Context: an optimization exercise on an open-source flow, tuned for small area and a short achievable clock period. The choices shown serve that exercise and are no tape-out recipe. Function was not checked in any run shown here: the RTL went through the layout flow alone. No activity file was given, so power comes from the tool's default toggle rates.

==> flow/design.v <==
`timescale 1ns/1ns
module BMD_64_RWDMA_FSM (
    clk,
    rst_n,
    init_rst_i,
    wdma_rst_o,
    mwr_len_i,
    mwr_count_i,
    wdma_start_o,
    wdma_addr_o,
    wdma_done_i,
    wdma_irq_o,
    next_wdma_addr_i,
    next_wdma_up_addr_i,
    next_wdma_valid_i,
    wdma_start_i,
    wdma_stop_i,
    wdma_running_o,
    wdma_frame_len_i,
    timeframe_end_i,
    wdma_buf_ptr_o,
    wdma_status_o,
    cc_timeout_o
);
input           clk;
input           rst_n;
input           init_rst_i;
output          wdma_rst_o;
input  [9:0]    mwr_len_i;
input  [15:0]   mwr_count_i;
output          wdma_start_o;
output [39:0]   wdma_addr_o;
input           wdma_done_i;
output          wdma_irq_o;
input  [31:0]   next_wdma_addr_i;
input  [7:0]    next_wdma_up_addr_i;
input           next_wdma_valid_i;
input           wdma_start_i;
input           wdma_stop_i;
output          wdma_running_o;
input  [15:0]   wdma_frame_len_i;
input           timeframe_end_i;
output [15:0]   wdma_buf_ptr_o;
output [3:0]    wdma_status_o;
output          cc_timeout_o;
reg             wdma_irq_o;
reg             wdma_start_o;
reg             wdma_running_o;
reg    [3:0]    wdma_status_o;
reg             st_idle, st_load, st_wait, st_dma, st_check, st_stop;
reg             prev_check;          
reg             timeframe_end_prev;
reg [15:0]      wdma_buf_cnt;
reg             next_wdma_valid;
reg             wdma_stop;
reg [15:0]      cnt_16bit;
reg [1:0]       a_lo;
reg [11:0]      a_hi;
reg [26:0]      s_q;
reg [26:0]      c_q;
wire            cc_timeout_o = cnt_16bit[15];
wire            wdma_rst_o = timeframe_end_i & st_wait;
wire [15:0]     wdma_buf_ptr_o = wdma_buf_cnt;
wire [26:0]     mid = s_q + c_q;
wire [11:0]     a_hi_inc = a_hi + 12'd1;
wire [11:0]     out_hi = mid[26] ? a_hi_inc : a_hi;
assign wdma_addr_o = {out_hi, mid[25:0], a_lo};
wire [25:0]     x = s_q[25:0];
wire [26:0]     ts;
wire [26:0]     tc;
    wire pp0_0 = mwr_len_i[0] & mwr_count_i[0];
    wire pp0_1 = mwr_len_i[0] & mwr_count_i[1];
    wire pp0_2 = mwr_len_i[0] & mwr_count_i[2];
    wire pp0_3 = mwr_len_i[0] & mwr_count_i[3];
    wire pp0_4 = mwr_len_i[0] & mwr_count_i[4];
    wire pp0_5 = mwr_len_i[0] & mwr_count_i[5];
    wire pp0_6 = mwr_len_i[0] & mwr_count_i[6];
    wire pp0_7 = mwr_len_i[0] & mwr_count_i[7];
    wire pp0_8 = mwr_len_i[0] & mwr_count_i[8];
    wire pp0_9 = mwr_len_i[0] & mwr_count_i[9];
    wire pp0_10 = mwr_len_i[0] & mwr_count_i[10];
    wire pp0_11 = mwr_len_i[0] & mwr_count_i[11];
    wire pp0_12 = mwr_len_i[0] & mwr_count_i[12];
    wire pp0_13 = mwr_len_i[0] & mwr_count_i[13];
    wire pp0_14 = mwr_len_i[0] & mwr_count_i[14];
    wire pp0_15 = mwr_len_i[0] & mwr_count_i[15];
    wire pp1_0 = mwr_len_i[1] & mwr_count_i[0];
    wire pp1_1 = mwr_len_i[1] & mwr_count_i[1];
    wire pp1_2 = mwr_len_i[1] & mwr_count_i[2];
    wire pp1_3 = mwr_len_i[1] & mwr_count_i[3];
    wire pp1_4 = mwr_len_i[1] & mwr_count_i[4];
    wire pp1_5 = mwr_len_i[1] & mwr_count_i[5];
    wire pp1_6 = mwr_len_i[1] & mwr_count_i[6];
    wire pp1_7 = mwr_len_i[1] & mwr_count_i[7];
    wire pp1_8 = mwr_len_i[1] & mwr_count_i[8];
    wire pp1_9 = mwr_len_i[1] & mwr_count_i[9];
    wire pp1_10 = mwr_len_i[1] & mwr_count_i[10];
    wire pp1_11 = mwr_len_i[1] & mwr_count_i[11];
    wire pp1_12 = mwr_len_i[1] & mwr_count_i[12];
    wire pp1_13 = mwr_len_i[1] & mwr_count_i[13];
    wire pp1_14 = mwr_len_i[1] & mwr_count_i[14];
    wire pp1_15 = mwr_len_i[1] & mwr_count_i[15];
    wire pp2_0 = mwr_len_i[2] & mwr_count_i[0];
    wire pp2_1 = mwr_len_i[2] & mwr_count_i[1];
    wire pp2_2 = mwr_len_i[2] & mwr_count_i[2];
    wire pp2_3 = mwr_len_i[2] & mwr_count_i[3];
    wire pp2_4 = mwr_len_i[2] & mwr_count_i[4];
    wire pp2_5 = mwr_len_i[2] & mwr_count_i[5];
    wire pp2_6 = mwr_len_i[2] & mwr_count_i[6];
    wire pp2_7 = mwr_len_i[2] & mwr_count_i[7];
    wire pp2_8 = mwr_len_i[2] & mwr_count_i[8];
    wire pp2_9 = mwr_len_i[2] & mwr_count_i[9];
    wire pp2_10 = mwr_len_i[2] & mwr_count_i[10];
    wire pp2_11 = mwr_len_i[2] & mwr_count_i[11];
    wire pp2_12 = mwr_len_i[2] & mwr_count_i[12];
    wire pp2_13 = mwr_len_i[2] & mwr_count_i[13];
    wire pp2_14 = mwr_len_i[2] & mwr_count_i[14];
    wire pp2_15 = mwr_len_i[2] & mwr_count_i[15];
    wire pp3_0 = mwr_len_i[3] & mwr_count_i[0];
    wire pp3_1 = mwr_len_i[3] & mwr_count_i[1];
    wire pp3_2 = mwr_len_i[3] & mwr_count_i[2];
    wire pp3_3 = mwr_len_i[3] & mwr_count_i[3];
    wire pp3_4 = mwr_len_i[3] & mwr_count_i[4];
    wire pp3_5 = mwr_len_i[3] & mwr_count_i[5];
    wire pp3_6 = mwr_len_i[3] & mwr_count_i[6];
    wire pp3_7 = mwr_len_i[3] & mwr_count_i[7];
    wire pp3_8 = mwr_len_i[3] & mwr_count_i[8];
    wire pp3_9 = mwr_len_i[3] & mwr_count_i[9];
    wire pp3_10 = mwr_len_i[3] & mwr_count_i[10];
    wire pp3_11 = mwr_len_i[3] & mwr_count_i[11];
    wire pp3_12 = mwr_len_i[3] & mwr_count_i[12];
    wire pp3_13 = mwr_len_i[3] & mwr_count_i[13];
    wire pp3_14 = mwr_len_i[3] & mwr_count_i[14];
    wire pp3_15 = mwr_len_i[3] & mwr_count_i[15];
    wire pp4_0 = mwr_len_i[4] & mwr_count_i[0];
    wire pp4_1 = mwr_len_i[4] & mwr_count_i[1];
    wire pp4_2 = mwr_len_i[4] & mwr_count_i[2];
    wire pp4_3 = mwr_len_i[4] & mwr_count_i[3];
    wire pp4_4 = mwr_len_i[4] & mwr_count_i[4];
    wire pp4_5 = mwr_len_i[4] & mwr_count_i[5];
    wire pp4_6 = mwr_len_i[4] & mwr_count_i[6];
    wire pp4_7 = mwr_len_i[4] & mwr_count_i[7];
    wire pp4_8 = mwr_len_i[4] & mwr_count_i[8];
    wire pp4_9 = mwr_len_i[4] & mwr_count_i[9];
    wire pp4_10 = mwr_len_i[4] & mwr_count_i[10];
    wire pp4_11 = mwr_len_i[4] & mwr_count_i[11];
    wire pp4_12 = mwr_len_i[4] & mwr_count_i[12];
    wire pp4_13 = mwr_len_i[4] & mwr_count_i[13];
    wire pp4_14 = mwr_len_i[4] & mwr_count_i[14];
    wire pp4_15 = mwr_len_i[4] & mwr_count_i[15];
    wire pp5_0 = mwr_len_i[5] & mwr_count_i[0];
    wire pp5_1 = mwr_len_i[5] & mwr_count_i[1];
    wire pp5_2 = mwr_len_i[5] & mwr_count_i[2];
    wire pp5_3 = mwr_len_i[5] & mwr_count_i[3];
    wire pp5_4 = mwr_len_i[5] & mwr_count_i[4];
    wire pp5_5 = mwr_len_i[5] & mwr_count_i[5];
    wire pp5_6 = mwr_len_i[5] & mwr_count_i[6];
    wire pp5_7 = mwr_len_i[5] & mwr_count_i[7];
    wire pp5_8 = mwr_len_i[5] & mwr_count_i[8];
    wire pp5_9 = mwr_len_i[5] & mwr_count_i[9];
    wire pp5_10 = mwr_len_i[5] & mwr_count_i[10];
    wire pp5_11 = mwr_len_i[5] & mwr_count_i[11];
    wire pp5_12 = mwr_len_i[5] & mwr_count_i[12];
    wire pp5_13 = mwr_len_i[5] & mwr_count_i[13];
    wire pp5_14 = mwr_len_i[5] & mwr_count_i[14];
    wire pp5_15 = mwr_len_i[5] & mwr_count_i[15];
    wire pp6_0 = mwr_len_i[6] & mwr_count_i[0];
    wire pp6_1 = mwr_len_i[6] & mwr_count_i[1];
    wire pp6_2 = mwr_len_i[6] & mwr_count_i[2];
    wire pp6_3 = mwr_len_i[6] & mwr_count_i[3];
    wire pp6_4 = mwr_len_i[6] & mwr_count_i[4];
    wire pp6_5 = mwr_len_i[6] & mwr_count_i[5];
    wire pp6_6 = mwr_len_i[6] & mwr_count_i[6];
    wire pp6_7 = mwr_len_i[6] & mwr_count_i[7];
    wire pp6_8 = mwr_len_i[6] & mwr_count_i[8];
    wire pp6_9 = mwr_len_i[6] & mwr_count_i[9];
    wire pp6_10 = mwr_len_i[6] & mwr_count_i[10];
    wire pp6_11 = mwr_len_i[6] & mwr_count_i[11];
    wire pp6_12 = mwr_len_i[6] & mwr_count_i[12];
    wire pp6_13 = mwr_len_i[6] & mwr_count_i[13];
    wire pp6_14 = mwr_len_i[6] & mwr_count_i[14];
    wire pp6_15 = mwr_len_i[6] & mwr_count_i[15];
    wire pp7_0 = mwr_len_i[7] & mwr_count_i[0];
    wire pp7_1 = mwr_len_i[7] & mwr_count_i[1];
    wire pp7_2 = mwr_len_i[7] & mwr_count_i[2];
    wire pp7_3 = mwr_len_i[7] & mwr_count_i[3];
    wire pp7_4 = mwr_len_i[7] & mwr_count_i[4];
    wire pp7_5 = mwr_len_i[7] & mwr_count_i[5];
    wire pp7_6 = mwr_len_i[7] & mwr_count_i[6];
    wire pp7_7 = mwr_len_i[7] & mwr_count_i[7];
    wire pp7_8 = mwr_len_i[7] & mwr_count_i[8];
    wire pp7_9 = mwr_len_i[7] & mwr_count_i[9];
    wire pp7_10 = mwr_len_i[7] & mwr_count_i[10];
    wire pp7_11 = mwr_len_i[7] & mwr_count_i[11];
    wire pp7_12 = mwr_len_i[7] & mwr_count_i[12];
    wire pp7_13 = mwr_len_i[7] & mwr_count_i[13];
    wire pp7_14 = mwr_len_i[7] & mwr_count_i[14];
    wire pp7_15 = mwr_len_i[7] & mwr_count_i[15];
    wire pp8_0 = mwr_len_i[8] & mwr_count_i[0];
    wire pp8_1 = mwr_len_i[8] & mwr_count_i[1];
    wire pp8_2 = mwr_len_i[8] & mwr_count_i[2];
    wire pp8_3 = mwr_len_i[8] & mwr_count_i[3];
    wire pp8_4 = mwr_len_i[8] & mwr_count_i[4];
    wire pp8_5 = mwr_len_i[8] & mwr_count_i[5];
    wire pp8_6 = mwr_len_i[8] & mwr_count_i[6];
    wire pp8_7 = mwr_len_i[8] & mwr_count_i[7];
    wire pp8_8 = mwr_len_i[8] & mwr_count_i[8];
    wire pp8_9 = mwr_len_i[8] & mwr_count_i[9];
    wire pp8_10 = mwr_len_i[8] & mwr_count_i[10];
    wire pp8_11 = mwr_len_i[8] & mwr_count_i[11];
    wire pp8_12 = mwr_len_i[8] & mwr_count_i[12];
    wire pp8_13 = mwr_len_i[8] & mwr_count_i[13];
    wire pp8_14 = mwr_len_i[8] & mwr_count_i[14];
    wire pp8_15 = mwr_len_i[8] & mwr_count_i[15];
    wire pp9_0 = mwr_len_i[9] & mwr_count_i[0];
    wire pp9_1 = mwr_len_i[9] & mwr_count_i[1];
    wire pp9_2 = mwr_len_i[9] & mwr_count_i[2];
    wire pp9_3 = mwr_len_i[9] & mwr_count_i[3];
    wire pp9_4 = mwr_len_i[9] & mwr_count_i[4];
    wire pp9_5 = mwr_len_i[9] & mwr_count_i[5];
    wire pp9_6 = mwr_len_i[9] & mwr_count_i[6];
    wire pp9_7 = mwr_len_i[9] & mwr_count_i[7];
    wire pp9_8 = mwr_len_i[9] & mwr_count_i[8];
    wire pp9_9 = mwr_len_i[9] & mwr_count_i[9];
    wire pp9_10 = mwr_len_i[9] & mwr_count_i[10];
    wire pp9_11 = mwr_len_i[9] & mwr_count_i[11];
    wire pp9_12 = mwr_len_i[9] & mwr_count_i[12];
    wire pp9_13 = mwr_len_i[9] & mwr_count_i[13];
    wire pp9_14 = mwr_len_i[9] & mwr_count_i[14];
    wire pp9_15 = mwr_len_i[9] & mwr_count_i[15];
    wire hs0 = x[8] ^ pp0_8;
    wire hc0 = x[8] & pp0_8;
    wire fs0 = x[9] ^ pp0_9 ^ pp1_8;
    wire fc0 = (x[9] & pp0_9) | (x[9] & pp1_8) | (pp0_9 & pp1_8);
    wire hs1 = pp2_7 ^ pp3_6;
    wire hc1 = pp2_7 & pp3_6;
    wire fs1 = x[10] ^ pp0_10 ^ pp1_9;
    wire fc1 = (x[10] & pp0_10) | (x[10] & pp1_9) | (pp0_10 & pp1_9);
    wire fs2 = pp2_8 ^ pp3_7 ^ pp4_6;
    wire fc2 = (pp2_8 & pp3_7) | (pp2_8 & pp4_6) | (pp3_7 & pp4_6);
    wire fs3 = x[11] ^ pp0_11 ^ pp1_10;
    wire fc3 = (x[11] & pp0_11) | (x[11] & pp1_10) | (pp0_11 & pp1_10);
    wire fs4 = pp2_9 ^ pp3_8 ^ pp4_7;
    wire fc4 = (pp2_9 & pp3_8) | (pp2_9 & pp4_7) | (pp3_8 & pp4_7);
    wire fs5 = x[12] ^ pp0_12 ^ pp1_11;
    wire fc5 = (x[12] & pp0_12) | (x[12] & pp1_11) | (pp0_12 & pp1_11);
    wire fs6 = pp2_10 ^ pp3_9 ^ pp4_8;
    wire fc6 = (pp2_10 & pp3_9) | (pp2_10 & pp4_8) | (pp3_9 & pp4_8);
    wire fs7 = x[13] ^ pp0_13 ^ pp1_12;
    wire fc7 = (x[13] & pp0_13) | (x[13] & pp1_12) | (pp0_13 & pp1_12);
    wire fs8 = pp2_11 ^ pp3_10 ^ pp4_9;
    wire fc8 = (pp2_11 & pp3_10) | (pp2_11 & pp4_9) | (pp3_10 & pp4_9);
    wire fs9 = x[14] ^ pp0_14 ^ pp1_13;
    wire fc9 = (x[14] & pp0_14) | (x[14] & pp1_13) | (pp0_14 & pp1_13);
    wire fs10 = pp2_12 ^ pp3_11 ^ pp4_10;
    wire fc10 = (pp2_12 & pp3_11) | (pp2_12 & pp4_10) | (pp3_11 & pp4_10);
    wire fs11 = x[15] ^ pp0_15 ^ pp1_14;
    wire fc11 = (x[15] & pp0_15) | (x[15] & pp1_14) | (pp0_15 & pp1_14);
    wire fs12 = pp2_13 ^ pp3_12 ^ pp4_11;
    wire fc12 = (pp2_13 & pp3_12) | (pp2_13 & pp4_11) | (pp3_12 & pp4_11);
    wire fs13 = x[16] ^ pp1_15 ^ pp2_14;
    wire fc13 = (x[16] & pp1_15) | (x[16] & pp2_14) | (pp1_15 & pp2_14);
    wire hs2 = pp3_13 ^ pp4_12;
    wire hc2 = pp3_13 & pp4_12;
    wire fs14 = x[17] ^ pp2_15 ^ pp3_14;
    wire fc14 = (x[17] & pp2_15) | (x[17] & pp3_14) | (pp2_15 & pp3_14);
    wire hs3 = x[5] ^ pp0_5;
    wire hc3 = x[5] & pp0_5;
    wire fs15 = x[6] ^ pp0_6 ^ pp1_5;
    wire fc15 = (x[6] & pp0_6) | (x[6] & pp1_5) | (pp0_6 & pp1_5);
    wire hs4 = pp2_4 ^ pp3_3;
    wire hc4 = pp2_4 & pp3_3;
    wire fs16 = x[7] ^ pp0_7 ^ pp1_6;
    wire fc16 = (x[7] & pp0_7) | (x[7] & pp1_6) | (pp0_7 & pp1_6);
    wire fs17 = pp2_5 ^ pp3_4 ^ pp4_3;
    wire fc17 = (pp2_5 & pp3_4) | (pp2_5 & pp4_3) | (pp3_4 & pp4_3);
    wire hs5 = pp5_2 ^ pp6_1;
    wire hc5 = pp5_2 & pp6_1;
    wire fs18 = pp1_7 ^ pp2_6 ^ pp3_5;
    wire fc18 = (pp1_7 & pp2_6) | (pp1_7 & pp3_5) | (pp2_6 & pp3_5);
    wire fs19 = pp4_4 ^ pp5_3 ^ pp6_2;
    wire fc19 = (pp4_4 & pp5_3) | (pp4_4 & pp6_2) | (pp5_3 & pp6_2);
    wire fs20 = pp7_1 ^ pp8_0 ^ hs0;
    wire fc20 = (pp7_1 & pp8_0) | (pp7_1 & hs0) | (pp8_0 & hs0);
    wire fs21 = pp4_5 ^ pp5_4 ^ pp6_3;
    wire fc21 = (pp4_5 & pp5_4) | (pp4_5 & pp6_3) | (pp5_4 & pp6_3);
    wire fs22 = pp7_2 ^ pp8_1 ^ pp9_0;
    wire fc22 = (pp7_2 & pp8_1) | (pp7_2 & pp9_0) | (pp8_1 & pp9_0);
    wire fs23 = hc0 ^ hs1 ^ fs0;
    wire fc23 = (hc0 & hs1) | (hc0 & fs0) | (hs1 & fs0);
    wire fs24 = pp5_5 ^ pp6_4 ^ pp7_3;
    wire fc24 = (pp5_5 & pp6_4) | (pp5_5 & pp7_3) | (pp6_4 & pp7_3);
    wire fs25 = pp8_2 ^ pp9_1 ^ hc1;
    wire fc25 = (pp8_2 & pp9_1) | (pp8_2 & hc1) | (pp9_1 & hc1);
    wire fs26 = fc0 ^ fs1 ^ fs2;
    wire fc26 = (fc0 & fs1) | (fc0 & fs2) | (fs1 & fs2);
    wire fs27 = pp5_6 ^ pp6_5 ^ pp7_4;
    wire fc27 = (pp5_6 & pp6_5) | (pp5_6 & pp7_4) | (pp6_5 & pp7_4);
    wire fs28 = pp8_3 ^ pp9_2 ^ fc1;
    wire fc28 = (pp8_3 & pp9_2) | (pp8_3 & fc1) | (pp9_2 & fc1);
    wire fs29 = fc2 ^ fs3 ^ fs4;
    wire fc29 = (fc2 & fs3) | (fc2 & fs4) | (fs3 & fs4);
    wire fs30 = pp5_7 ^ pp6_6 ^ pp7_5;
    wire fc30 = (pp5_7 & pp6_6) | (pp5_7 & pp7_5) | (pp6_6 & pp7_5);
    wire fs31 = pp8_4 ^ pp9_3 ^ fc3;
    wire fc31 = (pp8_4 & pp9_3) | (pp8_4 & fc3) | (pp9_3 & fc3);
    wire fs32 = fc4 ^ fs5 ^ fs6;
    wire fc32 = (fc4 & fs5) | (fc4 & fs6) | (fs5 & fs6);
    wire fs33 = pp5_8 ^ pp6_7 ^ pp7_6;
    wire fc33 = (pp5_8 & pp6_7) | (pp5_8 & pp7_6) | (pp6_7 & pp7_6);
    wire fs34 = pp8_5 ^ pp9_4 ^ fc5;
    wire fc34 = (pp8_5 & pp9_4) | (pp8_5 & fc5) | (pp9_4 & fc5);
    wire fs35 = fc6 ^ fs7 ^ fs8;
    wire fc35 = (fc6 & fs7) | (fc6 & fs8) | (fs7 & fs8);
    wire fs36 = pp5_9 ^ pp6_8 ^ pp7_7;
    wire fc36 = (pp5_9 & pp6_8) | (pp5_9 & pp7_7) | (pp6_8 & pp7_7);
    wire fs37 = pp8_6 ^ pp9_5 ^ fc7;
    wire fc37 = (pp8_6 & pp9_5) | (pp8_6 & fc7) | (pp9_5 & fc7);
    wire fs38 = fc8 ^ fs9 ^ fs10;
    wire fc38 = (fc8 & fs9) | (fc8 & fs10) | (fs9 & fs10);
    wire fs39 = pp5_10 ^ pp6_9 ^ pp7_8;
    wire fc39 = (pp5_10 & pp6_9) | (pp5_10 & pp7_8) | (pp6_9 & pp7_8);
    wire fs40 = pp8_7 ^ pp9_6 ^ fc9;
    wire fc40 = (pp8_7 & pp9_6) | (pp8_7 & fc9) | (pp9_6 & fc9);
    wire fs41 = fc10 ^ fs11 ^ fs12;
    wire fc41 = (fc10 & fs11) | (fc10 & fs12) | (fs11 & fs12);
    wire fs42 = pp5_11 ^ pp6_10 ^ pp7_9;
    wire fc42 = (pp5_11 & pp6_10) | (pp5_11 & pp7_9) | (pp6_10 & pp7_9);
    wire fs43 = pp8_8 ^ pp9_7 ^ hs2;
    wire fc43 = (pp8_8 & pp9_7) | (pp8_8 & hs2) | (pp9_7 & hs2);
    wire fs44 = fc11 ^ fc12 ^ fs13;
    wire fc44 = (fc11 & fc12) | (fc11 & fs13) | (fc12 & fs13);
    wire fs45 = pp4_13 ^ pp5_12 ^ pp6_11;
    wire fc45 = (pp4_13 & pp5_12) | (pp4_13 & pp6_11) | (pp5_12 & pp6_11);
    wire fs46 = pp7_10 ^ pp8_9 ^ pp9_8;
    wire fc46 = (pp7_10 & pp8_9) | (pp7_10 & pp9_8) | (pp8_9 & pp9_8);
    wire fs47 = hc2 ^ fc13 ^ fs14;
    wire fc47 = (hc2 & fc13) | (hc2 & fs14) | (fc13 & fs14);
    wire fs48 = x[18] ^ pp3_15 ^ pp4_14;
    wire fc48 = (x[18] & pp3_15) | (x[18] & pp4_14) | (pp3_15 & pp4_14);
    wire fs49 = pp5_13 ^ pp6_12 ^ pp7_11;
    wire fc49 = (pp5_13 & pp6_12) | (pp5_13 & pp7_11) | (pp6_12 & pp7_11);
    wire fs50 = pp8_10 ^ pp9_9 ^ fc14;
    wire fc50 = (pp8_10 & pp9_9) | (pp8_10 & fc14) | (pp9_9 & fc14);
    wire fs51 = x[19] ^ pp4_15 ^ pp5_14;
    wire fc51 = (x[19] & pp4_15) | (x[19] & pp5_14) | (pp4_15 & pp5_14);
    wire fs52 = pp6_13 ^ pp7_12 ^ pp8_11;
    wire fc52 = (pp6_13 & pp7_12) | (pp6_13 & pp8_11) | (pp7_12 & pp8_11);
    wire fs53 = x[20] ^ pp5_15 ^ pp6_14;
    wire fc53 = (x[20] & pp5_15) | (x[20] & pp6_14) | (pp5_15 & pp6_14);
    wire hs6 = x[3] ^ pp0_3;
    wire hc6 = x[3] & pp0_3;
    wire fs54 = x[4] ^ pp0_4 ^ pp1_3;
    wire fc54 = (x[4] & pp0_4) | (x[4] & pp1_3) | (pp0_4 & pp1_3);
    wire hs7 = pp2_2 ^ pp3_1;
    wire hc7 = pp2_2 & pp3_1;
    wire fs55 = pp1_4 ^ pp2_3 ^ pp3_2;
    wire fc55 = (pp1_4 & pp2_3) | (pp1_4 & pp3_2) | (pp2_3 & pp3_2);
    wire fs56 = pp4_1 ^ pp5_0 ^ hs3;
    wire fc56 = (pp4_1 & pp5_0) | (pp4_1 & hs3) | (pp5_0 & hs3);
    wire fs57 = pp4_2 ^ pp5_1 ^ pp6_0;
    wire fc57 = (pp4_2 & pp5_1) | (pp4_2 & pp6_0) | (pp5_1 & pp6_0);
    wire fs58 = hc3 ^ hs4 ^ fs15;
    wire fc58 = (hc3 & hs4) | (hc3 & fs15) | (hs4 & fs15);
    wire fs59 = pp7_0 ^ hc4 ^ hs5;
    wire fc59 = (pp7_0 & hc4) | (pp7_0 & hs5) | (hc4 & hs5);
    wire fs60 = fc15 ^ fs16 ^ fs17;
    wire fc60 = (fc15 & fs16) | (fc15 & fs17) | (fs16 & fs17);
    wire fs61 = hc5 ^ fc16 ^ fc17;
    wire fc61 = (hc5 & fc16) | (hc5 & fc17) | (fc16 & fc17);
    wire fs62 = fs18 ^ fs19 ^ fs20;
    wire fc62 = (fs18 & fs19) | (fs18 & fs20) | (fs19 & fs20);
    wire fs63 = fc18 ^ fc19 ^ fs21;
    wire fc63 = (fc18 & fc19) | (fc18 & fs21) | (fc19 & fs21);
    wire fs64 = fs22 ^ fc20 ^ fs23;
    wire fc64 = (fs22 & fc20) | (fs22 & fs23) | (fc20 & fs23);
    wire fs65 = fc21 ^ fc22 ^ fs24;
    wire fc65 = (fc21 & fc22) | (fc21 & fs24) | (fc22 & fs24);
    wire fs66 = fs25 ^ fc23 ^ fs26;
    wire fc66 = (fs25 & fc23) | (fs25 & fs26) | (fc23 & fs26);
    wire fs67 = fc24 ^ fs27 ^ fc25;
    wire fc67 = (fc24 & fs27) | (fc24 & fc25) | (fs27 & fc25);
    wire fs68 = fc26 ^ fs28 ^ fs29;
    wire fc68 = (fc26 & fs28) | (fc26 & fs29) | (fs28 & fs29);
    wire fs69 = fc27 ^ fs30 ^ fc28;
    wire fc69 = (fc27 & fs30) | (fc27 & fc28) | (fs30 & fc28);
    wire fs70 = fc29 ^ fs31 ^ fs32;
    wire fc70 = (fc29 & fs31) | (fc29 & fs32) | (fs31 & fs32);
    wire fs71 = fc30 ^ fs33 ^ fc31;
    wire fc71 = (fc30 & fs33) | (fc30 & fc31) | (fs33 & fc31);
    wire fs72 = fc32 ^ fs34 ^ fs35;
    wire fc72 = (fc32 & fs34) | (fc32 & fs35) | (fs34 & fs35);
    wire fs73 = fc33 ^ fs36 ^ fc34;
    wire fc73 = (fc33 & fs36) | (fc33 & fc34) | (fs36 & fc34);
    wire fs74 = fc35 ^ fs37 ^ fs38;
    wire fc74 = (fc35 & fs37) | (fc35 & fs38) | (fs37 & fs38);
    wire fs75 = fc36 ^ fs39 ^ fc37;
    wire fc75 = (fc36 & fs39) | (fc36 & fc37) | (fs39 & fc37);
    wire fs76 = fc38 ^ fs40 ^ fs41;
    wire fc76 = (fc38 & fs40) | (fc38 & fs41) | (fs40 & fs41);
    wire fs77 = fc39 ^ fs42 ^ fs43;
    wire fc77 = (fc39 & fs42) | (fc39 & fs43) | (fs42 & fs43);
    wire fs78 = fc40 ^ fc41 ^ fs44;
    wire fc78 = (fc40 & fc41) | (fc40 & fs44) | (fc41 & fs44);
    wire fs79 = fc42 ^ fs45 ^ fs46;
    wire fc79 = (fc42 & fs45) | (fc42 & fs46) | (fs45 & fs46);
    wire fs80 = fc43 ^ fc44 ^ fs47;
    wire fc80 = (fc43 & fc44) | (fc43 & fs47) | (fc44 & fs47);
    wire fs81 = fc45 ^ fc46 ^ fs48;
    wire fc81 = (fc45 & fc46) | (fc45 & fs48) | (fc46 & fs48);
    wire fs82 = fs49 ^ fc47 ^ fs50;
    wire fc82 = (fs49 & fc47) | (fs49 & fs50) | (fc47 & fs50);
    wire fs83 = pp9_10 ^ fc48 ^ fc49;
    wire fc83 = (pp9_10 & fc48) | (pp9_10 & fc49) | (fc48 & fc49);
    wire fs84 = fs51 ^ fs52 ^ fc50;
    wire fc84 = (fs51 & fs52) | (fs51 & fc50) | (fs52 & fc50);
    wire fs85 = pp7_13 ^ pp8_12 ^ pp9_11;
    wire fc85 = (pp7_13 & pp8_12) | (pp7_13 & pp9_11) | (pp8_12 & pp9_11);
    wire fs86 = fc51 ^ fc52 ^ fs53;
    wire fc86 = (fc51 & fc52) | (fc51 & fs53) | (fc52 & fs53);
    wire fs87 = x[21] ^ pp6_15 ^ pp7_14;
    wire fc87 = (x[21] & pp6_15) | (x[21] & pp7_14) | (pp6_15 & pp7_14);
    wire fs88 = pp8_13 ^ pp9_12 ^ fc53;
    wire fc88 = (pp8_13 & pp9_12) | (pp8_13 & fc53) | (pp9_12 & fc53);
    wire fs89 = x[22] ^ pp7_15 ^ pp8_14;
    wire fc89 = (x[22] & pp7_15) | (x[22] & pp8_14) | (pp7_15 & pp8_14);
    wire hs8 = x[2] ^ pp0_2;
    wire hc8 = x[2] & pp0_2;
    wire fs90 = pp1_2 ^ pp2_1 ^ pp3_0;
    wire fc90 = (pp1_2 & pp2_1) | (pp1_2 & pp3_0) | (pp2_1 & pp3_0);
    wire fs91 = pp4_0 ^ hc6 ^ hs7;
    wire fc91 = (pp4_0 & hc6) | (pp4_0 & hs7) | (hc6 & hs7);
    wire fs92 = hc7 ^ fc54 ^ fs55;
    wire fc92 = (hc7 & fc54) | (hc7 & fs55) | (fc54 & fs55);
    wire fs93 = fc55 ^ fs57 ^ fc56;
    wire fc93 = (fc55 & fs57) | (fc55 & fc56) | (fs57 & fc56);
    wire fs94 = fc57 ^ fs59 ^ fc58;
    wire fc94 = (fc57 & fs59) | (fc57 & fc58) | (fs59 & fc58);
    wire fs95 = fc59 ^ fc60 ^ fs61;
    wire fc95 = (fc59 & fc60) | (fc59 & fs61) | (fc60 & fs61);
    wire fs96 = fc61 ^ fs63 ^ fc62;
    wire fc96 = (fc61 & fs63) | (fc61 & fc62) | (fs63 & fc62);
    wire fs97 = fc63 ^ fs65 ^ fc64;
    wire fc97 = (fc63 & fs65) | (fc63 & fc64) | (fs65 & fc64);
    wire fs98 = fc65 ^ fs67 ^ fc66;
    wire fc98 = (fc65 & fs67) | (fc65 & fc66) | (fs67 & fc66);
    wire fs99 = fc67 ^ fc68 ^ fs69;
    wire fc99 = (fc67 & fc68) | (fc67 & fs69) | (fc68 & fs69);
    wire fs100 = fc69 ^ fc70 ^ fs71;
    wire fc100 = (fc69 & fc70) | (fc69 & fs71) | (fc70 & fs71);
    wire fs101 = fc71 ^ fc72 ^ fs73;
    wire fc101 = (fc71 & fc72) | (fc71 & fs73) | (fc72 & fs73);
    wire fs102 = fc73 ^ fc74 ^ fs75;
    wire fc102 = (fc73 & fc74) | (fc73 & fs75) | (fc74 & fs75);
    wire fs103 = fs77 ^ fc75 ^ fc76;
    wire fc103 = (fs77 & fc75) | (fs77 & fc76) | (fc75 & fc76);
    wire fs104 = fs79 ^ fc77 ^ fc78;
    wire fc104 = (fs79 & fc77) | (fs79 & fc78) | (fc77 & fc78);
    wire fs105 = fc79 ^ fs81 ^ fc80;
    wire fc105 = (fc79 & fs81) | (fc79 & fc80) | (fs81 & fc80);
    wire fs106 = fc81 ^ fs83 ^ fc82;
    wire fc106 = (fc81 & fs83) | (fc81 & fc82) | (fs83 & fc82);
    wire fs107 = fs85 ^ fc83 ^ fs86;
    wire fc107 = (fs85 & fc83) | (fs85 & fs86) | (fc83 & fs86);
    wire fs108 = fc85 ^ fs87 ^ fc86;
    wire fc108 = (fc85 & fs87) | (fc85 & fc86) | (fs87 & fc86);
    wire fs109 = pp9_13 ^ fc87 ^ fs89;
    wire fc109 = (pp9_13 & fc87) | (pp9_13 & fs89) | (fc87 & fs89);
    wire fs110 = x[23] ^ pp8_15 ^ pp9_14;
    wire fc110 = (x[23] & pp8_15) | (x[23] & pp9_14) | (pp8_15 & pp9_14);
    wire hs9 = x[1] ^ pp0_1;
    wire hc9 = x[1] & pp0_1;
    wire fs111 = pp1_1 ^ pp2_0 ^ hs8;
    wire fc111 = (pp1_1 & pp2_0) | (pp1_1 & hs8) | (pp2_0 & hs8);
    wire fs112 = hc8 ^ hs6 ^ fs90;
    wire fc112 = (hc8 & hs6) | (hc8 & fs90) | (hs6 & fs90);
    wire fs113 = fc90 ^ fs54 ^ fs91;
    wire fc113 = (fc90 & fs54) | (fc90 & fs91) | (fs54 & fs91);
    wire fs114 = fc91 ^ fs56 ^ fs92;
    wire fc114 = (fc91 & fs56) | (fc91 & fs92) | (fs56 & fs92);
    wire fs115 = fc92 ^ fs58 ^ fs93;
    wire fc115 = (fc92 & fs58) | (fc92 & fs93) | (fs58 & fs93);
    wire fs116 = fs60 ^ fc93 ^ fs94;
    wire fc116 = (fs60 & fc93) | (fs60 & fs94) | (fc93 & fs94);
    wire fs117 = fs62 ^ fc94 ^ fs95;
    wire fc117 = (fs62 & fc94) | (fs62 & fs95) | (fc94 & fs95);
    wire fs118 = fc95 ^ fs64 ^ fs96;
    wire fc118 = (fc95 & fs64) | (fc95 & fs96) | (fs64 & fs96);
    wire fs119 = fs66 ^ fc96 ^ fs97;
    wire fc119 = (fs66 & fc96) | (fs66 & fs97) | (fc96 & fs97);
    wire fs120 = fs68 ^ fc97 ^ fs98;
    wire fc120 = (fs68 & fc97) | (fs68 & fs98) | (fc97 & fs98);
    wire fs121 = fs70 ^ fc98 ^ fs99;
    wire fc121 = (fs70 & fc98) | (fs70 & fs99) | (fc98 & fs99);
    wire fs122 = fs72 ^ fc99 ^ fs100;
    wire fc122 = (fs72 & fc99) | (fs72 & fs100) | (fc99 & fs100);
    wire fs123 = fs74 ^ fc100 ^ fs101;
    wire fc123 = (fs74 & fc100) | (fs74 & fs101) | (fc100 & fs101);
    wire fs124 = fs76 ^ fc101 ^ fs102;
    wire fc124 = (fs76 & fc101) | (fs76 & fs102) | (fc101 & fs102);
    wire fs125 = fs78 ^ fc102 ^ fs103;
    wire fc125 = (fs78 & fc102) | (fs78 & fs103) | (fc102 & fs103);
    wire fs126 = fs80 ^ fc103 ^ fs104;
    wire fc126 = (fs80 & fc103) | (fs80 & fs104) | (fc103 & fs104);
    wire fs127 = fs82 ^ fc104 ^ fs105;
    wire fc127 = (fs82 & fc104) | (fs82 & fs105) | (fc104 & fs105);
    wire fs128 = fs84 ^ fc105 ^ fs106;
    wire fc128 = (fs84 & fc105) | (fs84 & fs106) | (fc105 & fs106);
    wire fs129 = fs107 ^ fc84 ^ fc106;
    wire fc129 = (fs107 & fc84) | (fs107 & fc106) | (fc84 & fc106);
    wire fs130 = fs88 ^ fc107 ^ fs108;
    wire fc130 = (fs88 & fc107) | (fs88 & fs108) | (fc107 & fs108);
    wire fs131 = fs109 ^ fc88 ^ fc108;
    wire fc131 = (fs109 & fc88) | (fs109 & fc108) | (fc88 & fc108);
    wire fs132 = fs110 ^ fc89 ^ fc109;
    wire fc132 = (fs110 & fc89) | (fs110 & fc109) | (fc89 & fc109);
    wire fs133 = x[24] ^ pp9_15 ^ fc110;
    wire fc133 = (x[24] & pp9_15) | (x[24] & fc110) | (pp9_15 & fc110);
    assign ts[0] = x[0];
    assign tc[0] = pp0_0;
    assign ts[1] = pp1_0;
    assign tc[1] = hs9;
    assign ts[2] = hc9;
    assign tc[2] = fs111;
    assign ts[3] = fc111;
    assign tc[3] = fs112;
    assign ts[4] = fc112;
    assign tc[4] = fs113;
    assign ts[5] = fc113;
    assign tc[5] = fs114;
    assign ts[6] = fc114;
    assign tc[6] = fs115;
    assign ts[7] = fc115;
    assign tc[7] = fs116;
    assign ts[8] = fc116;
    assign tc[8] = fs117;
    assign ts[9] = fc117;
    assign tc[9] = fs118;
    assign ts[10] = fc118;
    assign tc[10] = fs119;
    assign ts[11] = fc119;
    assign tc[11] = fs120;
    assign ts[12] = fc120;
    assign tc[12] = fs121;
    assign ts[13] = fc121;
    assign tc[13] = fs122;
    assign ts[14] = fc122;
    assign tc[14] = fs123;
    assign ts[15] = fc123;
    assign tc[15] = fs124;
    assign ts[16] = fc124;
    assign tc[16] = fs125;
    assign ts[17] = fc125;
    assign tc[17] = fs126;
    assign ts[18] = fc126;
    assign tc[18] = fs127;
    assign ts[19] = fc127;
    assign tc[19] = fs128;
    assign ts[20] = fc128;
    assign tc[20] = fs129;
    assign ts[21] = fs130;
    assign tc[21] = fc129;
    assign ts[22] = fc130;
    assign tc[22] = fs131;
    assign ts[23] = fs132;
    assign tc[23] = fc131;
    assign ts[24] = fs133;
    assign tc[24] = fc132;
    assign ts[25] = x[25];
    assign tc[25] = fc133;
    assign ts[26] = 1'b0;
    assign tc[26] = 1'b0;
wire            load_go  = st_load & next_wdma_valid & ~wdma_stop;
wire            dma_done = st_dma & wdma_done_i;
wire            buf_full = (wdma_buf_cnt == wdma_frame_len_i);
always @(posedge clk) begin
    if (!rst_n) begin
        a_lo <= 2'b0;
        a_hi <= 12'b0;
        s_q  <= 27'b0;
        c_q  <= 27'b0;
    end
    else if (load_go) begin
        a_lo <= next_wdma_addr_i[1:0];
        a_hi <= {next_wdma_up_addr_i, next_wdma_addr_i[31:28]};
        s_q  <= {1'b0, next_wdma_addr_i[27:2]};
        c_q  <= 27'b0;
    end
    else if (dma_done) begin
        a_hi <= out_hi;
        s_q  <= ts;
        c_q  <= tc;
    end
    else if (init_rst_i) begin
        a_lo <= 2'b0;
        a_hi <= 12'b0;
        s_q  <= 27'b0;
        c_q  <= 27'b0;
    end
    else begin
        a_hi <= out_hi;
        s_q  <= {1'b0, mid[25:0]};
        c_q  <= 27'b0;
    end
end
always @(posedge clk) begin
    if (!rst_n) begin
        cnt_16bit <= 16'b0;
    end
    else if (init_rst_i || timeframe_end_i) begin
        cnt_16bit <= 16'b0;
    end
    else if (!cnt_16bit[15] && st_wait) begin
        cnt_16bit <= cnt_16bit + 16'd1;
    end
end
always @(posedge clk) begin
    prev_check <= st_check;
end
always @(posedge clk) begin
    if (!rst_n) begin
        st_idle  <= 1'b1;
        st_load  <= 1'b0;
        st_wait  <= 1'b0;
        st_dma   <= 1'b0;
        st_check <= 1'b0;
        st_stop  <= 1'b0;
        timeframe_end_prev <= 1'b0;
        wdma_irq_o <= 1'b0;
        wdma_start_o <= 1'b0;
        wdma_buf_cnt <= 16'h0;
        next_wdma_valid <= 1'b0;
        wdma_running_o <= 1'b0;
        wdma_status_o <= 4'b0000;
        wdma_stop <= 1'b0;
    end
    else begin
        timeframe_end_prev <= timeframe_end_i;
        st_idle  <= (st_idle & ~wdma_start_i)
                  | (init_rst_i & ((st_wait & ~cc_timeout_o & ~timeframe_end_prev)
                                   | (st_dma & ~wdma_done_i) | st_stop));
        st_load  <= (st_idle & wdma_start_i) | (st_check & ~wdma_stop & buf_full);
        st_wait  <= load_go
                  | (st_wait & ~cc_timeout_o & ~timeframe_end_prev & ~init_rst_i)
                  | (st_check & ~wdma_stop & ~buf_full);
        st_dma   <= (st_wait & ~cc_timeout_o & timeframe_end_prev)
                  | (st_dma & ~wdma_done_i & ~init_rst_i);
        st_check <= dma_done;
        st_stop  <= (st_load & ~(next_wdma_valid & ~wdma_stop))
                  | (st_wait & cc_timeout_o)
                  | (st_check & wdma_stop)
                  | (st_stop & ~init_rst_i);
        if (next_wdma_valid_i)
            next_wdma_valid <= 1'b1;
        else if (load_go || st_stop)
            next_wdma_valid <= 1'b0;
        if (wdma_stop_i)
            wdma_stop <= 1'b1;
        else if (st_stop || init_rst_i)
            wdma_stop <= 1'b0;
        if (st_load)
            wdma_irq_o <= (~next_wdma_valid | wdma_stop) & ~prev_check;
        else if ((st_wait & cc_timeout_o) | (st_check & (wdma_stop | buf_full)))
            wdma_irq_o <= 1'b1;
        else if (st_stop || init_rst_i)
            wdma_irq_o <= 1'b0;
        if (st_wait & ~cc_timeout_o & timeframe_end_prev)
            wdma_start_o <= 1'b1;
        else if (st_dma || init_rst_i)
            wdma_start_o <= 1'b0;
        if (st_load || (init_rst_i && !dma_done))
            wdma_buf_cnt <= 16'h0;
        else if (dma_done)
            wdma_buf_cnt <= wdma_buf_cnt + 16'd1;
        if (load_go)
            wdma_running_o <= 1'b1;
        else if (st_stop || init_rst_i)
            wdma_running_o <= 1'b0;
        if (st_load & ~wdma_stop & (prev_check | ~next_wdma_valid))
            wdma_status_o <= {2'b00, ~next_wdma_valid, prev_check};
        else if ((st_check | st_load) & wdma_stop)
            wdma_status_o <= 4'b0100;
        else if (st_wait & cc_timeout_o)
            wdma_status_o <= 4'b1000;
        else if (init_rst_i)
            wdma_status_o <= 4'b0000;
    end
end
endmodule
==> flow/run.sh <==
#!/bin/bash
# synth_recipe.tcl (not shown) runs the flow's synth.tcl, then flattens the netlist and writes it again
# the make line also repeats each setting of config.mk as NAME=value (left out here)
make -C /OpenROAD-flow-scripts/flow DESIGN_CONFIG=/design/flow/config.mk WORK_HOME=/design/flow/orfs CLKGATE_MAP_FILE= SYNTH_SCRIPT=/design/flow/synth_recipe.tcl finish
==> flow/config.mk <==
export PLATFORM = sky130hd
export DESIGN_NAME = BMD_64_RWDMA_FSM
export DESIGN_NICKNAME = BMD_64_RWDMA_FSM
export VERILOG_FILES = /design/flow/design.v
export SDC_FILE = /design/flow/constraint.sdc
export NUM_CORES = 4
export LEC_CHECK = 0
export CAP_MARGIN = 20
export CORE_MARGIN = 2
export CORE_UTILIZATION = 40
export PLACE_DENSITY = 0.6
export SLEW_MARGIN = 20
==> flow/constraint.sdc <==
create_clock -name core_clock -period 8.5 [get_ports {clk}]
set_input_delay 1.7000 -clock core_clock [delete_from_list [all_inputs] [get_ports {clk}]]
set_output_delay 1.7000 -clock core_clock [all_outputs]
set_load 0.01 [all_outputs]
==> results of run 1 <==
## Yosys cell counts (6+ instances only)
master     instances  area share
clkbuf_1          56       0.020
nor2_1            90       0.033
inv_1            136       0.049
nand2_1          139       0.050
o21bai_1           7      0.0051
nand2b_1           6      0.0036
nand3_1           22       0.011
and3_1            25       0.015
ha_1              44       0.053
dfxtp_1          115        0.22
nand4_1           15      0.0091
nor3_1            17      0.0082
o21ai_0           31       0.015
o2bb2ai_1          8      0.0068
a22o_1             8      0.0068
a21o_1            13      0.0094
fa_1             130        0.25
a221oi_1          10      0.0084
xnor2_1           43       0.036
xor2_1            40       0.034
and2_1           108       0.065
a21oi_1           53       0.026
## sequential cells by signal, summed over array words and instances (netlist names)
register	flops
timeframe_end_prev	1
a_lo	2
st_dma	1
wdma_irq_o	1
st_stop	1
wdma_start_o	1
next_wdma_valid	1
wdma_buf_cnt	16
st_wait	1
s_q	26
st_idle	1
cnt_16bit	16
wdma_stop	1
wdma_status_o	4
c_q	26
prev_check	1
wdma_running_o	1
a_hi	12
st_load	1
st_check	1
## through the flow
| stage | hold WS, ps | cell area [um^2] |
|---|---|---|
| 6_report | 415 | 12800 |
| 5_1_grt | 438 | 12800 |
| 4_1_cts | 406 | 12700 |
| 3_5_place_dp | 414 | 12200 |
| 3_3_place_gp | 410 | 12200 |
| 2_1_floorplan | 383 | 10400 |
## metal layers
layer / wire length, um / GRT usage / share of wire
met1: 13600 / 0.310 / 0.46
met2: 14500 / 0.386 / 0.49
met3: 982 / 0.0294 / 0.033
met4: 371 / 0.0490 / 0.013
met5: 0 / 0 / 0
## worst min path at each step
stage	endpoint	slack (ps)	cells past startpoint
floorplan	prev_check	380	0
global placement	prev_check	410	0
detailed placement	prev_check	410	0
CTS	prev_check	410	0
global route	prev_check	440	0
finish	prev_check	410	0
## final cells by class
cell class | count | area share
repair buffers | 159 | 0.124
multi-input cells | 890 | 0.577
flip-flops and latches | 115 | 0.181
clock inverters | 14 | 0.0120
clock buffers | 18 | 0.0344
inverters | 137 | 0.0403
well taps | 330 | 0.0324
## cell families after synthesis
logic type / Yosys count / share of synthesized area
buffers and inverters: 193 / 0.0699
AO/OA/AOI/OAI: 187 / 0.122
flip-flops: 115 / 0.222
XOR/XNOR: 83 / 0.0701
AND/OR/NAND/NOR: 445 / 0.211
adder cells (fa/ha/maj): 174 / 0.304
multiplexers: 1 / 0.00109
## worst max-delay path, delay by kind of cell, from the launching register on
kind                     cells  cell delay (ps)
buffers and inverters        1              560
adder cells (fa/ha/maj)      2              440
AO/OA/AOI/OAI                3              740
XOR/XNOR                     1              170
AND/OR/NAND/NOR              3             1090
flip-flops                   1              340
## where the power goes
group | switching (mW) | leakage, nW | internal [mW]
Combinational | 0.265 | 4.20 | 0.215
Clock | 0.282 | 0.280 | 0.443
Sequential | 0.00546 | 0.929 | 0.545
Total | 0.552 | 5.41 | 1.20
==> results.tsv, run 1 <==
stage	metric	value	unit
job	MaxCap Viol Count	0	
floorplanning	# IOs	155	
final_layout	footprint of the multi-input gates	7350	um^2
final_layout	# fillers	2388	
min_path	hold wc startpoint	st_check	
clocking	clk buf depth	2	
floorplanning	die width	165	um
worst_setup_path	CP Data Arrival Time	3760	ps
routing	Avg Vias per Cell	5.18	
yosys	Synth Area per Inst	8.66	um^2
worst_setup_path	R2R Path End	s_q[15]	
placement	gp weighted congestion	0.873	
pwr	overall power	1.75	mW
global_route	antenna violations before repair	0	
sta	fin worst setup slack	3040	ps
floorplanning	Initial Util	0.409	
global_route	global-route wire length before repair	47.4	mm
final_layout	layout overhead on the synthesized area	23.0	%
floorplanning	row cnt	58	
outcome	outcome	timing/DRC/antenna clean	
worst_setup_path	Worst Path Required	6800	ps
worst_setup_path	CP startpoint	s_q[0]	
placement	Place WS	2950	ps
sta	Final setup viols	0	
yosys	Synth Warn #	1	
yosys	Seq/Total Area, Yosys	0.222	
clocking	CTS buffer count	17	
sta	setup TNS	0	ps
final_layout	post-layout util	0.504	
clocking	post-CTS setup buffer count	0	
yosys	Mapped Area	10400	um^2
clocking	Post-CTS Resized	0	
sta	max_slew headroom	0.246	
clocking	TritonCTS clock tree	done	
pwr	Peak VDD IR	0.000116	V
routing	Initial DRT Pass Iterations	5	
worst_setup_path	max incr delay on CP	560	ps
global_route	Total GRT Usage	0.227	
global_route	grt ovf	0	
final_layout	commonest non-fill, non-tap cells in the layout	clkdlybuf4s50_1 (154), nand2_1 (139), inv_1 (136)	
routing	WL final	29.4	mm
final_layout	antenna cell count	0	
clocking	hold_buf cts	0	
worst_setup_path	WS Path Type	flop to primary output	
worst_setup_path	CP max-delay cell	or4_4	
global_route	largest net degree at the start of global routing	38	
sta	Setup Skew	10.3	ps
clocking	worst-skew pair later-pin latency	410	ps
yosys	number of flops mapped to enable cells by yosys	0	
sta	RSZ-0062 raised after global routing	no	
yosys	async set-or-reset flop fraction in the synthesized netlist	0	
final_layout	share of layout cells above drive strength 1	0.0360	
placement	IO Port Bufs	154	
worst_setup_path	CP max FO	8	
pwr	leakage	5.41	nW
final_layout	Finished Layout Cells	1663	
routing	Post-DRT Antenna Nets	0	
global_route	vias in the first global route	8878	
final_layout	most common cell after layout, fill and taps aside	clkdlybuf4s50_1	
clocking	clock slew at reported path FFs	60	ps
sta	fmax	183	MHz
pwr	PwrDens	138	nW/um^2
worst_setup_path	Worst Setup EP	wdma_addr_o[36]	
floorplanning	area of the die	27200	um^2
sta	Slew Viols, Final	0	
yosys	register bit total from synthesis	115	
sta	Hold Vio Cnt, Final	0	
final_layout	FF+latch area	2300	um^2
final_layout	Layout Nets	1584	
worst_setup_path	Startpoint Class	flop	
clocking	CTS Sinks	115	
clocking	clk root buf	clkbuf_16	
sta	Worst Max-Slew Pin Slew	1130	ps
placement	Detailed Place HPWL	22.7	mm
floorplanning	DIE HEIGHT	165	um
yosys	Yosys cell types	57	
floorplanning	core area	25300	um^2
worst_setup_path	CP cell instances	ha_1 > fa_1 > a21o_1 > a221oi_2 > or4_4 > a211oi_4 > nor2_1 > nor3_1 > xor2_1 > clkdlybuf4s50_1	
routing	initial DRC count	578	
clocking	htree depth	4	
placement	Placed Cells	1631	
min_path	Hold Path Class	flop to flop	
worst_setup_path	flop2flop setup slack	5310	ps
worst_setup_path	RR Startpoint	s_q[12]	
yosys	Top FF cell, synth	dfxtp_1	
yosys	syn nets	1462	
sta	fin crit period	5460	ps
worst_setup_path	worst-case reg-to-reg path depth	9	
sta	final period utilization	0.642	
routing	routed length per placed instance	17.7	um
routing	vias	8609	
yosys	Post-Synthesis Cells	1198	
routing	# DRC	0	
worst_setup_path	CP Capture Type	primary output	
==> inputs of run 2 (changes only) <==
==> flow/flow/run.sh (new file) <==
#!/bin/bash
# Standard layout, but with sky130_fd_sc_hd__buf_1 as the port buffer cell
# (instead of the default clkdlybuf4s50_1, which is larger and slower).
set -euo pipefail
export BUFFER_PORTS_ARGS="-buffer_cell sky130_fd_sc_hd__buf_1"
bash standard.sh finish > flow_make.log 2>&1
==> flow/standard.sh (new file) <==
#!/bin/bash
# synth_recipe.tcl (not shown) runs the flow's synth.tcl, then flattens the netlist and writes it again
# the make line also repeats each setting of config.mk as NAME=value (left out here)
make -C /OpenROAD-flow-scripts/flow DESIGN_CONFIG=/design/flow/config.mk WORK_HOME=/design/flow/orfs CLKGATE_MAP_FILE= SYNTH_SCRIPT=/design/flow/synth_recipe.tcl "${@:-finish}"
--- a/flow/config.mk
+++ b/flow/config.mk
@@ -9,4 +9,5 @@
 export CORE_MARGIN = 2
 export CORE_UTILIZATION = 40
 export PLACE_DENSITY = 0.6
+export SETUP_SLACK_MARGIN = 4.0
 export SLEW_MARGIN = 20
removed: flow/run.sh
==> run 2 against run 1 <==
Non-clock buffer count grew 33. Core utilization shrank 0.37 points. Flip-flop and latch count is the same. Combinational power is essentially flat. Global-route usage grew 0.43 points. Clock skew shrank 2.6 ps. Clock power shrank 2%. Cell count grew 1.9%. Clock-buffer cell count grew 1.
==> results.tsv, run 2 <==
stage	metric	value	unit	change
clocking	clk root buf	clkbuf_16		
clocking	htree depth	4		unchanged
global_route	global-route wire length before repair	48.4	mm	+2.0%
yosys	Synth area leader	fa_1		
floorplanning	Initial Util	0.409		unchanged
yosys	Post-Synthesis Cells	1198		unchanged
routing	Post-DRT Antenna Nets	0		unchanged
yosys	Mapped Area	10400	um^2	unchanged
worst_setup_path	Top delay family on crit path	simple AND/OR/NAND/NOR gates		
final_layout	antenna cell count	0		unchanged
placement	Detailed Place HPWL	22.8	mm	+0.58%
final_layout	Layout Nets	1617		+2.1%
final_layout	most common cell after layout, fill and taps aside	nand2_1		
pwr	Peak VDD IR	0.000112	V	-2.9%
pwr	leakage	5.39	nW	-0.39%
final_layout	# fillers	2403		+0.63%
routing	Initial DRT Pass Iterations	6		+1
global_route	grt ovf	0		unchanged
final_layout	post-route cell area	12700	um^2	-0.73%
sta	final period utilization	0.549		-0.0932
final_layout	commonest non-fill, non-tap cells in the layout	nand2_1 (136), inv_1 (133), buf_1 (116)		
sta	Setup Skew	7.71	ps	-2.58 ps
worst_setup_path	WS Path Type	flop to primary output		
placement	Placed Area	11300	um^2	-6.7%
yosys	Synth top cells by count	nand2_1 (139), inv_1 (136), fa_1 (130), dfxtp_1 (115), and2_1 (108)		
yosys	Synth Warn #	1		unchanged
placement	gp weighted congestion	0.850		-2.6%
clocking	CTS buffer count	17		unchanged
sta	Final setup viols	0		unchanged
clocking	clk buf depth	2		unchanged
final_layout	layout overhead on the synthesized area	22.1	%	
yosys	Seq/Total Area, Yosys	0.222		unchanged
global_route	vias in the first global route	9238		+4.1%
sta	RSZ-0062 raised after global routing	yes		
worst_setup_path	CP Data Arrival Time	2970	ps	-790 ps
yosys	Yosys cell types	57		unchanged
final_layout	post-layout util	0.500		-0.00366
sta	WHS	431	ps	+16.4 ps
clocking	worst-skew pair later-pin latency	420	ps	about the same
min_path	Hold Path Class	flop to flop		
floorplanning	DIE HEIGHT	165	um	unchanged
sta	max_slew headroom	0.313		+0.0666
global_route	Total GRT Usage	0.231		+0.00431
clocking	TritonCTS clock tree	done		
worst_setup_path	CP max FO	5		-3
worst_setup_path	max incr delay on CP	540	ps	-20 ps
floorplanning	die width	165	um	unchanged
yosys	dominant cell by count in the synthesized netlist	nand2_1		
yosys	Synth Area per Inst	8.66	um^2	unchanged
floorplanning	area of the die	27200	um^2	unchanged
yosys	register bit total from synthesis	115		unchanged
yosys	Top FF cell, synth	dfxtp_1		
worst_setup_path	Startpoint Class	flop		
worst_setup_path	buffers and inverters on the worst path	2		+1
job	MaxCap Viol Count	0		unchanged
final_layout	biggest regs	c_q (26), s_q (26)		
worst_setup_path	CP max-delay cell	or4_4		
floorplanning	core area	25300	um^2	unchanged
clocking	CTS Sinks	115		unchanged
sta	setup TNS	0	ps	unchanged
yosys	number of flops mapped to enable cells by yosys	0		unchanged
worst_setup_path	CP Capture Type	primary output		
yosys	syn nets	1462		unchanged
final_layout	share of layout cells above drive strength 1	0.153		+0.117
sta	fin crit period	4670	ps	-792 ps
global_route	largest net degree at the start of global routing	38		unchanged
pwr	overall power	1.74	mW	-0.98%
sta	Hold Vio Cnt, Final	0		unchanged
yosys	async set-or-reset flop fraction in the synthesized netlist	0		unchanged
sta	Slew Viols, Final	0		unchanged
floorplanning	# IOs	155		unchanged
outcome	outcome	timing/DRC/antenna clean		
sta	fmax	214	MHz	+17%
worst_setup_path	CP cell instances	ha_4 > fa_2 > a21o_1 > a221oi_4 > or4_4 > a211oi_4 > buf_6 > nor2_4 > nor3_4 > xor2_1 > buf_2		
sta	Worst Max-Slew Pin Slew	1030	ps	-99.5 ps
routing	initial DRC count	699		+21%
floorplanning	row cnt	58		unchanged
routing	# DRC	0		unchanged
pwr	PwrDens	137	nW/um^2	-0.25%
placement	IO Port Bufs	154		unchanged
yosys	top-area cell type share of the netlist area	0.251		unchanged
clocking	clock slew at reported path FFs	50	ps	about the same
global_route	antenna violations before repair	0		unchanged
routing	routed length per placed instance	18.0	um	+1.7%
routing	WL final	30.5	mm	+3.7%
routing	vias	8881		+3.2%
worst_setup_path	Worst Path Required	6800	ps	about the same
yosys	Synth area leaders	fa_1 (25%), dfxtp_1 (22%), and2_1 (6.5%)		
routing	Avg Vias per Cell	5.24		+1.2%
-- run 2: cell counts after synthesis --
No cell type changed its count.
-- run 2: logic make-up after synthesis --
family          count (synthesis)  synth area share
xor+xnor                       83            0.0701
compound gates                187             0.122
simple gates                  445             0.211
flops                         115             0.222
mux                             1           0.00109
buf+inv                       193            0.0699
fa+ha+maj                     174             0.304
-- run 2: through the flow --
step                      setup WS, ps  cells
after floorplan                   3900   1198
after global placement            3290   1634
after detailed placement          3230   1635
after CTS                         3820   1683
after global routing              3730   1695
final                             3830   1695
-- run 2: path summary, 6_finish.rpt --
path | startpoint | slack, ps | to | cells past startpoint
min | st_check | 430 | prev_check | 0
max reg2reg | s_q[16] | 5310 | s_q[18] | 11
min reg2reg | st_check | 430 | prev_check | 0
max | s_q[0] | 3830 | wdma_addr_o[36] | 11
-- run 2: what timing repair did --
| action | CTS | global route |
|---|---|---|
| setup buffers | 17 | 12 |
| hold buffers | 0 | 0 |
| pin swaps | 19 | 18 |
| resized for setup | 80 | 67 |
| setup endpoints to repair | 47 | 36 |
-- run 2: power by group --
part	internal [mW]	switching, mW	leakage (nW)
clock network	0.454	0.255	0.282
registers	0.545	0.00605	0.930
logic	0.202	0.275	4.17
-- run 2: cell type report --
type	count	area (um^2)	share of cell area
Clock buffer	19	433	0.0342
Clock inverter	12	140	0.0111
Inverter	137	514	0.0406
Multi-Input combinational cell	890	7890	0.623
Sequential cell	115	2310	0.182
Tap cell	330	413	0.0326
Timing Repair Buffer	192	962	0.0760
-- run 2: routing by layer --
layer	up-vias	wire [um]	global-route usage
met2	253	14800	0.382
met3	58	1420	0.0344
met4	0	926	0.0830
li1	4190	-	-
met1	4380	13400	0.309
met5	-	0	0
==> inputs of run 3 (changes only) <==
--- a/flow/config.mk
+++ b/flow/config.mk
@@ -9,5 +9,4 @@
 export CORE_MARGIN = 2
 export CORE_UTILIZATION = 40
 export PLACE_DENSITY = 0.6
-export SETUP_SLACK_MARGIN = 4.0
 export SLEW_MARGIN = 20
==> run 3 against run 2 <==
Non-clock buffer count shrank 30. Area after synthesis unchanged. Largest power group unchanged. Hold slack hardly changed. Clock skew rose by 3.1 ps. Core utilization down 3.2 points. Register-to-register slack about the same. Still clean. Critical path type unchanged.
==> results.tsv, run 3 <==
stage	metric	value	unit	change
final_layout	Finished Layout Cells	1666		-1.7%
yosys	top-area cell type share of the netlist area	0.251		unchanged
yosys	syn nets	1462		unchanged
worst_setup_path	CP Capture Type	primary output		
global_route	Total GRT Usage	0.223		-0.00818
sta	WHS	431	ps	-0.272 ps
worst_setup_path	worst-case reg-to-reg path depth	11		unchanged
min_path	hold wc startpoint	st_check		
clocking	clk buf depth	2		unchanged
yosys	Synth Area per Inst	8.66	um^2	unchanged
clocking	CTS Sinks	115		unchanged
floorplanning	DIE HEIGHT	165	um	unchanged
clocking	clk root buf	clkbuf_16		
clocking	worst-skew pair later-pin latency	420	ps	about the same
sta	Worst Max-Slew Pin Slew	1090	ps	+61.5 ps
worst_setup_path	Startpoint Class	flop		
floorplanning	Initial Util	0.409		unchanged
global_route	grt ovf	0		unchanged
global_route	global-route wire length before repair	46.6	mm	-3.8%
yosys	Top FF cell, synth	dfxtp_1		
floorplanning	row cnt	58		unchanged
sta	final period utilization	0.597		+0.0477
routing	Initial DRT Pass Iterations	6		unchanged
worst_setup_path	CP max-delay cell	or4_4		
pwr	overall power	1.77	mW	+1.9%
yosys	async set-or-reset flop fraction in the synthesized netlist	0		unchanged
yosys	Post-Synthesis Cells	1198		unchanged
final_layout	footprint of the multi-input gates	7350	um^2	-6.9%
yosys	dominant cell by count in the synthesized netlist	nand2_1		
routing	routed length per placed instance	17.4	um	-3.2%
job	MaxCap Viol Count	0		unchanged
clocking	Post-CTS Resized	0		-100%
routing	Avg Vias per Cell	5.24		about the same
pwr	PwrDens	149	nW/um^2	+8.8%
yosys	Yosys cell types	57		unchanged
sta	fin crit period	5070	ps	+405 ps
routing	vias	8725		-1.8%
yosys	Mapped Area	10400	um^2	unchanged
worst_setup_path	CP Data Arrival Time	3370	ps	+400 ps
sta	max_slew headroom	0.270		-0.0424
sta	Setup Skew	10.8	ps	+3.08 ps
floorplanning	core area	25300	um^2	unchanged
placement	gp weighted congestion	0.890		+4.6%
final_layout	# fillers	2503		+4.2%
clocking	htree depth	4		unchanged
global_route	largest net degree at the start of global routing	38		unchanged
sta	Final setup viols	0		unchanged
worst_setup_path	max incr delay on CP	560	ps	+20 ps
yosys	Synth area leader	fa_1		
floorplanning	die width	165	um	unchanged
worst_setup_path	CP startpoint	s_q[4]		
clocking	TritonCTS clock tree	done		
routing	WL final	29.0	mm	-4.9%
floorplanning	# IOs	155		unchanged
floorplanning	area of the die	27200	um^2	unchanged
sta	setup TNS	0	ps	unchanged
final_layout	layout overhead on the synthesized area	14.3	%	
worst_setup_path	Worst Path Required	6800	ps	about the same
final_layout	most common cell after layout, fill and taps aside	buf_1		
yosys	Synth Warn #	1		unchanged
placement	Detailed Place HPWL	22.7	mm	-0.30%
yosys	number of flops mapped to enable cells by yosys	0		unchanged
worst_setup_path	WS Path Type	flop to primary output		
final_layout	Layout Nets	1587		-1.9%
final_layout	share of layout cells above drive strength 1	0.0367		-0.116
yosys	Synth area leaders	fa_1 (25%), dfxtp_1 (22%), and2_1 (6.5%)		
clocking	CTS buffer count	17		unchanged
clocking	hold_buf cts	0		unchanged
global_route	antenna violations before repair	0		unchanged
worst_setup_path	CP cell instances	ha_1 > and3_1 > a221oi_2 > or4_4 > a211oi_4 > nor2_1 > nor3_1 > xor2_1 > buf_1		
worst_setup_path	CP max FO	8		+3
sta	fmax	197	MHz	-8.0%
placement	IO Port Bufs	154		unchanged
outcome	outcome	timing/DRC/antenna clean		
final_layout	FF+latch area	2300	um^2	-0.16%
routing	initial DRC count	549		-21%
pwr	Peak VDD IR	0.000121	V	+7.9%
sta	Slew Viols, Final	0		unchanged
yosys	register bit total from synthesis	115		unchanged
clocking	clock slew at reported path FFs	50	ps	about the same
global_route	vias in the first global route	8876		-3.9%
final_layout	antenna cell count	0		unchanged
final_layout	biggest regs	c_q (26), s_q (26)		
routing	# DRC	0		unchanged
yosys	Seq/Total Area, Yosys	0.222		unchanged
worst_setup_path	RR Startpoint	s_q[16]		
sta	Hold Vio Cnt, Final	0		unchanged
routing	Post-DRT Antenna Nets	0		unchanged
placement	Placed Cells	1633		-0.12%
yosys	Synth top cells by count	nand2_1 (139), inv_1 (136), fa_1 (130), dfxtp_1 (115), and2_1 (108)		
pwr	leakage	5.06	nW	-6.0%
min_path	Hold Path Class	flop to flop		
sta	RSZ-0062 raised after global routing	no		
clocking	post-CTS setup buffer count	0		-17
final_layout	commonest non-fill, non-tap cells in the layout	buf_1 (154), nand2_1 (139), inv_1 (136)		
min_path	hold path depth	0		unchanged
==> run 3: through the flow <==
step / util / setup WS [ps] / area [um^2]
floorplan: - / 3770 / 10400
global placement: 0.442 / 3320 / 11200
detailed placement: 0.442 / 3270 / 11200
CTS: 0.468 / 3420 / 11800
global route: 0.468 / 3210 / 11900
finish: 0.468 / 3430 / 11900
==> run 3: logic make-up after synthesis <==
family          after synthesis  synth area share
simple gates                445             0.211
compound gates              187             0.122
xor+xnor                     83            0.0701
mux                           1           0.00109
fa+ha+maj                   174             0.304
flops                       115             0.222
buf+inv                     193            0.0699
==> run 3: worst max-delay path, delay by kind of cell (launching register included) <==
kind / cells / cell delay (ps)
fa+ha+maj: 1 / 390
xor+xnor: 1 / 190
flops: 1 / 340
buf+inv: 1 / 170
compound gates: 2 / 560
simple gates: 4 / 1310
==> run 3: power breakdown <==
group / internal, mW / leakage (nW) / total [mW] / switching [mW]
logic: 0.183 / 3.83 / 0.446 / 0.263
registers: 0.545 / 0.929 / 0.551 / 0.00532
clock network: 0.520 / 0.309 / 0.774 / 0.254
==> run 3: worst paths after layout <==
kind,endpoint,slack (ps)
worst max-delay path,wdma_addr_o[36],3430
worst min-delay path,prev_check,430
worst min register to register,prev_check,430
worst max register to register,s_q[18],5320
==> run 3: layout make-up <==
class | count | share of cell area
Timing Repair Buffer | 162 | 0.0538
Tap cell | 330 | 0.0348
Clock inverter | 9 | 0.0127
Sequential cell | 115 | 0.194
Inverter | 137 | 0.0434
Clock buffer | 23 | 0.0412
Multi-Input combinational cell | 890 | 0.620
==> run 3: per-layer routing <==
metal	track usage	up-vias	wire, um
li1	-	4137	-
met4	0.0866	0	890
met1	0.296	4303	13100
met5	0	-	0
met2	0.373	226	13900
met3	0.0274	59	1150

[port drivers added, routing unchanged]
Ports are ideal in the flow. The routed layouts listed here were re-timed in OpenROAD.
Step 1, drivers: a clkbuf_16 drives clk and a buf_2 each remaining input, both assumed.
Step 2 times the ports against the registers' clock, not the clock port: input delays grow and output delays shrink by t, the midpoint of the rising clock arrivals with the driver on.
Slacks: no drivers / after step 1 / after step 2; pairs: no drivers / after step 1.
run | t, ns | slack for setup (ns) | clock arrival spread, ns | worst slew at a driven data input, ns | cell pins on the clock port's net
run 1 | 0.454 | 3.042 / 2.997 / 2.901 | 0.011 / 0.011 | 0.06 | 1
run 2 | 0.454 | 3.834 / 3.794 / 3.685 | 0.007 / 0.008 | 0.06 | 1
run 3 | 0.456 | 3.429 / 3.388 / 3.271 | 0.011 / 0.011 | 0.07 | 1
After both steps setup and hold are still met in every run listed. The setup slack of run 3, which loses most, moves by -0.041 ns with the drivers and by -0.158 ns with both steps.
